From an optimization exercise on the open Yosys and OpenROAD flow, aimed at small area; shortcuts taken in it are not production practice.
The RTL was checked by simulation tests, not by an equivalence proof against the original design.
No driver is modelled on the clock port, so clocking that relies on it looks cheaper here than on a real chip.
Power and IR drop assume default switching activity.

// ReactionGame
module ReactionGame(
    input        CLOCK_50,
    input        reset,
    input  [1:0] KEY,
    output [9:0] LEDR,
    output [6:0] HEX0,
    output [6:0] HEX1
);
Size: ~260 cells after synthesis, ~2200 um2 of cells after synthesis.
export LEC_CHECK = 0
export CAP_MARGIN = 20
export CORE_MARGIN = 2
export CORE_UTILIZATION = 40
export SLEW_MARGIN = 20
create_clock -name core_clock -period 25.0 [get_ports {CLOCK_50}]
standard.sh (not shown) runs the stock make flow with config.mk's settings and CLKGATE_MAP_FILE= SYNTH_SCRIPT=/design/flow/synth_recipe.tcl, a recipe that flattens the netlist after the stock synthesis.
==> flow/flow/run.sh <==
#!/bin/bash
# Own layout flow: the standard synthesis, an area re-mapping of its
# combinational logic (flip-flops untouched, proven equivalent), then the
# standard layout steps.
set -euo pipefail
W=$(pwd)
F=$W/flow
R=$W/orfs/results/$FLOW_PLATFORM/ReactionGame/base
LIB=$FLOW_HOME/platforms/$FLOW_PLATFORM/lib/sky130_fd_sc_hd__tt_025C_1v80.lib
DONTUSE=$(cat "$F/dontuse.txt")

bash standard.sh synth > "$W/log_synth.txt" 2>&1
cp "$R/1_2_yosys.v" "$W/std.v"
python3 "$F/cutff.py" "$W/std.v" "$W/std_cut.v" > "$W/log_cut.txt" 2>&1

# Several seeds of ABC's deep synthesis in parallel; keep the smallest
# re-mapping that is proven equivalent to the standard netlist.
subst() { sed -e "s|@LIB@|$LIB|g" -e "s|@TOP@|$FLOW_TOP|g" -e "s|@ABC@|$2/abc.script|g" -e "s|@SEED@|$3|g" -e "s|@DONTUSE@|$DONTUSE|g" "$1"; }
for s in 1 2 3 4 5 6 7 8; do
  D=$W/reopt_$s
  mkdir -p "$D"
  subst "$F/abc.script" "$D" $s > "$D/abc.script"
  subst "$F/reopt.ys" "$D" $s > "$D/reopt.ys"
  subst "$F/equiv.ys" "$D" $s > "$D/equiv.ys"
  ( cd "$D" && yosys -s reopt.ys > log_reopt.txt 2>&1 &&
    python3 "$F/cutff.py" out.v out_cut.v > log_cut.txt 2>&1 &&
    cp "$W/std_cut.v" std_cut.v &&
    yosys -s equiv.ys > log_equiv.txt 2>&1 &&
    python3 "$F/area.py" out.v "$LIB" | tail -1 | awk '{print $2}' > area.txt ) &
  if [[ $s == 4 ]]; then wait; fi
done
wait
best=""; besta=""
for s in 1 2 3 4 5 6 7 8; do
  a=$(cat "$W/reopt_$s/area.txt" 2>/dev/null || true)
  [[ -n "$a" ]] || continue
  if [[ -z "$besta" ]] || awk "BEGIN{exit !($a < $besta)}"; then best=$s; besta=$a; fi
done
echo "best seed: ${best:-none} area ${besta:-none}" > "$W/log_pick.txt"
if [[ -n "$best" ]]; then
  cp "$W/reopt_$best/out.v" "$W/out.v"
  cp "$W/out.v" "$R/1_2_yosys.v"
  rm -f "$R/1_synth.odb" "$R/1_synth.sdc"
fi
bash standard.sh BUFFER_PORTS_ARGS="-buffer_cell sky130_fd_sc_hd__buf_1" SKIP_REPAIR_TIE_FANOUT=1 PRE_CTS_TCL="$F/cts_pre.tcl" CTS_ARGS="-sink_clustering_enable -repair_clock_nets -dont_use_dummy_load -buf_list sky130_fd_sc_hd__buf_6 -sink_clustering_size 20 -sink_clustering_max_diameter 60" finish > "$W/log_finish.txt" 2>&1
==> flow/flow/cts_pre.tcl <==
# Manual clock tree: the flip-flops are split into K clusters by position
# (k-means); each cluster gets a leaf buffer at its centre, fed by an
# optional root buffer or straight from the clock port.
proc my_cts { K leafcell rootcell } {
  set block [ord::get_db_block]
  set pts {}
  foreach it [[$block findNet CLOCK_50] getITerms] {
    set inst [$it getInst]
    set bb [$inst getBBox]
    lappend pts [list [$inst getName]/[[$it getMTerm] getName] [expr {([$bb xMin]+[$bb xMax])/2.0}] [expr {([$bb yMin]+[$bb yMax])/2.0}]]
  }
  set n [llength $pts]
  # k-means, initial centres from the sorted x order
  set sorted [lsort -real -index 1 $pts]
  set cs {}
  for {set k 0} {$k < $K} {incr k} {
    set p [lindex $sorted [expr {int(($k + 0.5) * $n / $K)}]]
    lappend cs [list [lindex $p 1] [lindex $p 2]]
  }
  set cap [expr {($n + $K - 1) / $K + 1}]
  for {set iter 0} {$iter < 50} {incr iter} {
    # capacitated assignment: closest (sink, cluster) pairs first
    set pairs {}
    for {set i 0} {$i < $n} {incr i} {
      set p [lindex $pts $i]
      for {set k 0} {$k < $K} {incr k} {
        set c [lindex $cs $k]
        lappend pairs [list [expr {abs([lindex $p 1]-[lindex $c 0]) + abs([lindex $p 2]-[lindex $c 1])}] $i $k]
      }
    }
    set asg [lrepeat $n -1]
    set cnt [lrepeat $K 0]
    foreach pr [lsort -real -index 0 $pairs] {
      lassign $pr d i k
      if {[lindex $asg $i] >= 0 || [lindex $cnt $k] >= $cap} continue
      lset asg $i $k
      lset cnt $k [expr {[lindex $cnt $k] + 1}]
    }
    set ncs {}
    for {set k 0} {$k < $K} {incr k} {
      set sx 0; set sy 0; set m 0
      foreach p $pts a $asg { if {$a == $k} { set sx [expr {$sx+[lindex $p 1]}]; set sy [expr {$sy+[lindex $p 2]}]; incr m } }
      if {$m > 0} { lappend ncs [list [expr {$sx/$m}] [expr {$sy/$m}]] } else { lappend ncs [lindex $cs $k] }
    }
    set cs $ncs
  }
  set dbu [$block getDbUnitsPerMicron]
  set leafins {}
  for {set k 0} {$k < $K} {incr k} {
    set pins {}
    foreach p $pts a $asg { if {$a == $k} { lappend pins [get_pins [lindex $p 0]] } }
    if {[llength $pins] == 0} continue
    set c [lindex $cs $k]
    insert_buffer -buffer_cell $leafcell -net CLOCK_50 -load_pins $pins \
      -location [list [expr {[lindex $c 0]/$dbu}] [expr {[lindex $c 1]/$dbu}]] \
      -buffer_name clkleaf_$k -net_name clknet_leaf_$k
    lappend leafins [get_pins clkleaf_$k/A]
    puts "my_cts: cluster $k [llength $pins] sinks"
  }
  if {$rootcell ne ""} {
    set sx 0; set sy 0
    foreach c $cs { set sx [expr {$sx+[lindex $c 0]}]; set sy [expr {$sy+[lindex $c 1]}] }
    insert_buffer -buffer_cell $rootcell -net CLOCK_50 -load_pins $leafins \
      -location [list [expr {$sx/$K/$dbu}] [expr {$sy/$K/$dbu}]] \
      -buffer_name clkroot -net_name clknet_root
  }
}

my_cts 4 sky130_fd_sc_hd__buf_6 {}
Other scripts of this flow, unchanged in this note and not shown: flow/flow/abc.script, flow/flow/area.py, flow/flow/cutff.py, flow/flow/dontuse.txt, flow/flow/equiv.ys, flow/flow/reopt.ys
Change:
--- a/flow/flow/run.sh
+++ b/flow/flow/run.sh
@@ -44,2 +44,2 @@
 fi
-bash standard.sh BUFFER_PORTS_ARGS="-buffer_cell sky130_fd_sc_hd__buf_1" SKIP_REPAIR_TIE_FANOUT=1 PRE_CTS_TCL="$F/cts_pre.tcl" CTS_ARGS="-sink_clustering_enable -repair_clock_nets -dont_use_dummy_load -buf_list sky130_fd_sc_hd__buf_6 -sink_clustering_size 20 -sink_clustering_max_diameter 60" finish > "$W/log_finish.txt" 2>&1
+bash standard.sh BUFFER_PORTS_ARGS="-buffer_cell sky130_fd_sc_hd__buf_1" SKIP_REPAIR_TIE_FANOUT=1 PRE_CTS_TCL="$F/cts_pre.tcl" CTS_ARGS="-sink_clustering_enable -repair_clock_nets -dont_use_dummy_load -buf_list sky130_fd_sc_hd__clkbuf_8 -sink_clustering_size 20 -sink_clustering_max_diameter 60" finish > "$W/log_finish.txt" 2>&1
--- a/flow/flow/cts_pre.tcl
+++ b/flow/flow/cts_pre.tcl
@@ -68,2 +68,2 @@
 
-my_cts 4 sky130_fd_sc_hd__buf_6 {}
+my_cts 4 sky130_fd_sc_hd__clkbuf_8 {}
Effect:
- maximum frequency barely changes
- setup slack is better by 11 ps
- sequential power stays flat

[afterwards: timing with drivers on the ports]
The results above use ideal ports. As a check the final layouts listed here were re-extracted and re-timed, cells and wires unchanged. Step 1 sets driving cells, clkbuf_16 on the clock port and buf_2 on the other inputs (assumed; they add their load-dependent delay and slew). Step 2 times the ports against the registers' clock, not the clock port: input delays grow and output delays shrink by t, the midpoint of the rising clock arrivals with the driver on. Slacks: ideal ports / drivers / drivers and shift; pairs: ideal ports / drivers.
| run | t (ns) | setup slack, ns | worst hold slack (ns) | slew at the worst register clock pin (ns) | worst slew at a driven data input, ns |
|---|---|---|---|---|---|
| the first run | 0.183 | 13.987 / 13.965 / 13.965 | 0.338 / 0.338 / 0.338 | 0.10 / 0.10 | 0.03 |
| the second run | 0.202 | 13.998 / 13.976 / 13.976 | 0.336 / 0.336 / 0.336 | 0.09 / 0.09 | 0.03 |
After both steps every run listed still meets setup and hold.
